Source: an optimization exercise on an open RTL-to-GDS flow (aim: small area). Production flows keep margins and buffers that such runs may drop. Only simulation tests tie the RTL to the original design; equivalence was not proved. No activity file was given, so power comes from the tool's default toggle rates.

==> design.v <==
`timescale 1ns / 1ps
module h_gandata(
input [2:0] state,
input eval,
input success,
output reg [127:0] lcd_h0,
output reg [127:0] lcd_h1
    );
localparam IDLE = 3'b000;
localparam WAIT = 3'b001;
localparam OPEN = 3'b010;
localparam CLOSE = 3'b011;
localparam NEW = 3'b100;
localparam EXIT = 3'b101;
localparam WRONG = 3'b110;
localparam WARNING = 3'b111;
always @(*) begin
    if (state == IDLE) begin
        lcd_h0="Enter password  ";
        lcd_h1="    to open     ";
    end
    else if (state == WAIT) begin
        lcd_h0="Correct, press #";
        lcd_h1="open or 3* new  ";
    end
    else if (state == NEW) begin
        lcd_h0="Enter new pass  ";
        lcd_h1="Save press # 3s ";
    end
    else if (state == EXIT && success == 1) begin
        lcd_h0="Successfully sav";
        lcd_h1="e new pass, EXIT";
    end
    else if (state == EXIT && success == 0) begin
        lcd_h0="Fail to save new";
        lcd_h1="pass, EXIT      ";
    end
    else if (state == OPEN && eval == 0) begin
        lcd_h0="Door opening    ";
        lcd_h1="To close press #";
    end
    else if (state == OPEN && eval == 1) begin
        lcd_h0="Open over 30s   ";
        lcd_h1="Please press #,*";
    end
    else if (state == CLOSE) begin
        lcd_h0="Door close in 10";
        lcd_h1="To open press # ";
    end
    else if (state == WARNING) begin
        lcd_h0="Wrong pass!     ";
        lcd_h1="Try again       ";
    end
    else if (state == WRONG) begin
        lcd_h0="Wrong pass!     ";
        lcd_h1="Wait after:     ";
    end
    else begin
        lcd_h0="                ";
        lcd_h1="      ^.^       ";
    end
end
endmodule
`timescale 1ns / 1ps
module h_khoitao_ht(
input clk,
input rst,
input [127:0] lcd_h0,
input [127:0] lcd_h1,
output rs,
output e,
output [7:0] data
    );
     parameter [3:0] 
        LCD_INIT = 4'b0000,
        LCD_ADDR_L0 = 4'b0001,
        LCD_DATA_L0 = 4'b0010,
        LCD_ADDR_L1 = 4'b0011,
        LCD_DATA_L1 = 4'b0100,
        LCD_IDLE = 4'b1001,
        LCD_PRE = 4'b1010;
     wire[7:0] lcd_h0b[0:15];
     wire[7:0] lcd_h1b[0:15];
     reg [3:0] state;
     reg [15:0] slx;
     reg [3:0] ptr;
     reg rsr;
     reg er;
     reg [7:0] datar;
     wire [7:0] cmd [0:6];
     assign e = er;
     assign rs = rsr;
     assign data= datar;
     assign cmd[0]=8'h30;  
     assign cmd[1]=8'h38;  
     assign cmd[2]=8'h0C;  
     assign cmd[3]=8'h01;  
     assign cmd[4]=8'h06;  
     assign cmd[5]=8'h0F;  
     generate
     genvar i;
     for(i=1;i<17;i=i+1)
     begin:for_name
        assign lcd_h0b[16-i] = lcd_h0[i*8-1: i*8-8];
        assign lcd_h1b[16-i] = lcd_h1[i*8-1: i*8-8];
    end
    endgenerate
    always@(posedge clk) begin
    if (rst) begin
        state <= LCD_INIT;
        slx <= 16'd0;
        ptr <= 4'd0;
        rsr <= 1'b0;
        er <= 1'b0;
        datar <= 8'd0;
    end
    else
    case(state)
      LCD_PRE:
      begin  
        slx <= slx + 15'd1;
        if(slx == 15'd2000) begin
        slx <= 15'd0;
        state <= LCD_INIT;
        end
      end
      LCD_INIT:
        begin  
        slx <= slx + 15'd1;
        case (slx)
        15'd16: begin
            rsr <= 1'b0;  
            datar <= cmd[0];  
        end
        15'd20: er <= 1'b1;  
        15'd40: er <= 1'b0;  
        15'd46: begin
            rsr <= 1'b0;
            datar <= cmd[0];  
        end
        15'd50: er <= 1'b1;  
        15'd70: er <= 1'b0;  
        15'd96: begin
            rsr <= 1'b0;
            datar <= cmd[1];  
        end
        15'd100: er <= 1'b1;
        15'd120: er <= 1'b0;
        15'd140: begin
            rsr <= 1'b0;
            datar <= cmd[2];  
        end
        15'd145: er <= 1'b1;
        15'd165: er <= 1'b0;
        15'd185: begin
            rsr <= 1'b0;
            datar <= cmd[3];  
        end
        15'd190: er <= 1'b1;
        15'd195: er <= 1'b0;
        15'd510: begin
            rsr <= 1'b0;
            datar <= cmd[4];  
        end
        15'd515: er <= 1'b1;
        15'd535: er <= 1'b0;
        15'd600: begin
            slx <= 15'd0;
            state <= LCD_ADDR_L0;  
          end
          endcase
          end
        LCD_ADDR_L0:
        begin
            slx <= slx+15'd1;
            datar <= 8'h80;  
            rsr <= 1'b0;
            if(slx==15'd10) er <= 1'b1;  
            else if(slx==15'd11) er <= 1'b0;  
            else if(slx==15'd12) begin
                slx <= 15'd0;
                ptr <= 4'd0;
                state <= LCD_DATA_L0;
            end
        end
        LCD_DATA_L0:
        begin
            slx <= slx+15'd1;
            datar <= lcd_h0b[ptr];
            rsr <= 1'b1;
            if(slx==15'd10) er <= 1'b1;  
            else if(slx==15'd11) er <= 1'b0;  
            else if(slx==15'd12) begin
                slx <= 15'd0;
                if(ptr==4'd15) state <= LCD_ADDR_L1;
                else ptr <= ptr+4'd1;
                end
        end
        LCD_ADDR_L1:
        begin
            slx <= slx+15'd1;
            datar <= 8'hc0;  
            rsr <= 1'b0;
            if(slx==15'd10) er <= 1'b1;  
            else if(slx==15'd11) er <= 1'b0;  
            else if(slx==15'd12) begin
                slx <= 15'd0;
                ptr <= 4'd0;
                state <= LCD_DATA_L1;
            end
        end
        LCD_DATA_L1:
        begin
            slx <= slx+15'd1;
            datar <= lcd_h1b[ptr];
            rsr <= 1'b1;
            if(slx==15'd10) er <= 1'b1;  
            else if(slx==15'd11) er <= 1'b0;  
            else if(slx==15'd12) begin
                slx <= 15'd0;
                if(ptr==4'd15) state <= LCD_IDLE;
                else ptr <= ptr+4'd1;
                end
        end
        LCD_IDLE:
        begin
        slx <= slx+15'd1;
        if(slx == 15'd5) begin
            slx <= 15'd0;
            state <= LCD_ADDR_L0;
            end
        end  
        endcase
    end
endmodule
`timescale 1ns / 1ps
module h_lcd(
input [2:0] state,
input eval,
input success,
input clk_in,
input rst,
output rs,
output e,
output [7:0] data
    );
wire [127:0] lcd_h0;
wire [127:0] lcd_h1;
h_gandata IC1 (
        .state(state),
        .eval(eval),
        .success(success),
        .lcd_h0(lcd_h0),
        .lcd_h1(lcd_h1)
        );
h_khoitao_ht IC2(
        .clk(clk_in),
        .rst(rst),
        .lcd_h0(lcd_h0),
        .lcd_h1(lcd_h1),
        .rs(rs),
        .e(e),
        .data(data)
        );
endmodule
==> run.sh <==
#!/bin/bash
# synth_recipe.tcl (not shown) runs the flow's synth.tcl, then flattens the netlist and writes it again
# the make line also repeats each setting of config.mk as NAME=value (left out here)
make -C /OpenROAD-flow-scripts/flow DESIGN_CONFIG=/design/flow/config.mk WORK_HOME=/design/flow/orfs CLKGATE_MAP_FILE= SYNTH_SCRIPT=/design/flow/synth_recipe.tcl finish
==> config.mk <==
export PLATFORM = sky130hd
export DESIGN_NAME = h_lcd
export DESIGN_NICKNAME = h_lcd
export VERILOG_FILES = /design/flow/design.v
export SDC_FILE = /design/flow/constraint.sdc
export NUM_CORES = 4
export LEC_CHECK = 0
export CAP_MARGIN = 20
export CORE_MARGIN = 2
export CORE_UTILIZATION = 40
export SLEW_MARGIN = 20
==> constraint.sdc <==
create_clock -name core_clock -period 5.0 [get_ports {clk_in}]
set_input_delay 1.0000 -clock core_clock [delete_from_list [all_inputs] [get_ports {clk_in}]]
set_output_delay 1.0000 -clock core_clock [all_outputs]
set_load 0.01 [all_outputs]
==> flow_summary.yaml <==
route:
  drtIter0Drc: 1071
  antenna_left: 0
  dr.pass1.iters: 6
  num_vias: 6396
  wirelength_mm: 24.9
  via_per_inst: 7.52
  wl_per_cell_um: 29.3
  drcViolationCount: 0
timing:
  finalSetupTns_ps: 0
  rsz0062_at_grt: "false"
  tightestPinTransition_ps: 980
  hold_viol: 0
  fin_ws_ps: 1000
  slew_headroom_pct: 34.6
  finalSetupViolCount: 0
  skew_ps: 8.69
  fmax_mhz: 250
  slew_viol_final: 0
  min_period_over_period_pct: 79.9
  layout_min_cycle_time_ps: 4000
die:
  boundaryPins: 17
  core-area_sq_um: 11600
  die_area_sq_um: 12800
  fp.dieW_um: 113
  start_util_pct: 41.4
  die_height_um: 113
  rows: 39
clocking:
  cts_tree: "done"
  cts_buffers: 5
  cts-resized-gates: 0
  cts_max_path_buffers: 2
  clk_pin_slew_ps: 60
  post_cts_buffers: 0
  cts_hold_buf: 0
  clock-root-buffer: "clkbuf_16"
  cts.sinks: 34
  clkLatencyLatePin_ps: 290
  h-tree-depth: 2
synthesis:
  yosysWarnings: 2
  synth_nets: 746
  synthArstFlopShare_pct: 0
  synth-seq-cells: 34
  ys.flop_type: "dfxtp_1"
  synth-seq-area-share_pct: 14.2
  synthDistinctLibCells: 77
  avgSynthCellArea_sq_um: 6.54
  synth_edf_count: 0
  synthCells: 731
  syn_area_sq_um: 4780
global_route:
  grt_usage_pct: 38.4
  antenna_found_initial: 0
  grt_max_degree: 40
  grt_pass1_wl_mm: 37.4
  grt_pass1_vias: 6066
  grt-ovfl-total: 0
place:
  dp_slack_ps: 869
  place_congestion: 1.13
  dp_hpwl_mm: 17.7
  port_buffers: 16
hold_path:
  hp-class: "flip-flop to flip-flop"
final_layout:
  layout_commonest_cell: "nor2_1"
  ff_latch_area_sq_um: 681
  diodes: 0
  final_cell_mix: "nor2_1 (85), a21oi_1 (74), nand2_1 (53)"
  synthToLayoutAreaGrowth_pct: 7.85
  multi_input_comb_area_sq_um: 3760
  drive_gt1_share_pct: 8.06
  fillers: 1190
  fin_nets: 721
critical_path:
  cp-start-kind: "input port"
  required_ps: 5150
  worstPathArrival_ps: 4150
  crit_type: "input port to flip-flop"
  r2r_slack_ps: 1550
  path_max_fanout: 19
  end_kind: "flip-flop"
pwr:
  p_leak_nw: 1.66
  power_density_nw_per_um2: 177
  irDropWorstVdd_mv: 0.241
run_status:
  status: "finished clean"
flow_run:
  drv_cap: 0
-- synthesized netlist by cell type (11+ instances only) --
cell,instances,area [sq um]
and3_1,11,68.8
nand3_1,20,100
nand2b_1,13,81.3
nor2_1,85,319
nand3b_1,13,97.6
inv_1,15,56.3
buf_2,13,65.1
a21oi_1,74,370
dfxtp_1,34,681
o21ai_0,52,260
xor2_1,11,96.3
nor2b_1,16,100
o22ai_1,18,113
nor3_1,25,125
clkbuf_1,48,180
a31oi_1,12,75.1
nand2_1,53,199
nand4_1,17,106
-- final cells by class --
class | count | area share [%]
Multi-Input combinational cell | 609 | 72.9
Tap cell | 143 | 3.47
Clock buffer | 6 | 2.69
Sequential cell | 34 | 13.2
Timing Repair Buffer | 41 | 6.45
Inverter | 15 | 1.09
Clock inverter | 2 | 0.243
-- flip-flops by register name, indices dropped and copies added (netlist names) --
name	count
IC2.slx	16
IC2.rsr	1
IC2.state	4
IC2.ptr	4
IC2.datar	8
IC2.er	1
-- per-layer routing --
metal / share of wire [%] / wire length (um) / vias up / track usage, %
li1: - / - / 2713 / -
met1: 37 / 9180 / 2982 / 47.4
met2: 44 / 11000 / 552 / 62.0
met3: 11 / 2730 / 149 / 6.16
met4: 8.1 / 2020 / 0 / 24.9
met5: 0 / 0 / - / 0
-- kinds of logic after synthesis --
group                    after synthesis  synth area share (%)
AND/OR/NAND/NOR                      314                  35.5
AO/OA/AOI/OAI                        260                  35.6
buffers and inverters                 88                  7.43
flip-flops                            34                  14.2
XOR/XNOR                              20                  3.66
adder cells (fa/ha/maj)                9                  2.30
multiplexers                           6                  1.31
-- per-stage QoR --
step	utilization [%]	power (mW)	cell area, sq um	hold WS, ps	std cells
after floorplan	-	0.473	4780	490	731
after global placement	43.2	0.574	5000	478	842
after detailed placement	43.3	0.571	5010	483	842
after CTS	44.6	0.896	5160	501	850
after global routing	44.6	0.937	5160	541	850
final	44.6	0.912	5160	492	850
-- critical path, cell delays in order --
cell	delay, ps
clkdlybuf4s50_1	880
and2_1	430
o21ai_0	540
o22ai_1	250
or4b_1	560
a221oi_1	350
o41ai_1	120
-- worst paths after layout --
path	start	depth (start not counted)	end
min reg2reg	IC2.datar[7]	2	IC2.datar[7]
max	success	7	IC2.datar[3]
min	IC2.datar[7]	2	IC2.datar[7]
max reg2reg	IC2.ptr[2]	8	IC2.datar[3]
-- where the power goes --
part           total [mW]  switching, mW  internal, mW
logic               0.272          0.181        0.0913
clock network       0.332          0.135         0.198
registers           0.307         0.0225         0.285

==> what the ideal ports hide <==
How much do the figures lean on ideal ports? The routed layout below was timed once more, with nothing changed but the port constraints.
Step 1 (the two cells are an assumption about what drives the block):
set clk [get_ports {clk_in}]
set_driving_cell -lib_cell sky130_fd_sc_hd__clkbuf_16 $clk
set_driving_cell -lib_cell sky130_fd_sc_hd__buf_2 [delete_from_list [all_inputs] $clk]
Step 2 adds t to the input delays and takes it off the output delays; t is the mean of the earliest and latest rising clock arrival at the registers after step 1. Input paths then give back, and output paths get back, about the clock's delay inside the block.
Slacks: ideal ports / drivers / drivers and shift; pairs: ideal ports / drivers.
t (ns): 0.325
slack for setup (ns): 1.004 / 1.012 / 0.688
worst setup path after step 2: input to register
latest minus earliest clock arrival (ns): 0.009 / 0.009
slew at the worst register clock pin (ns): 0.06 / 0.06
After both steps setup and hold are still met in this run. For this run, drivers alone change the setup slack by +0.008 ns; drivers and shift together by -0.316 ns.
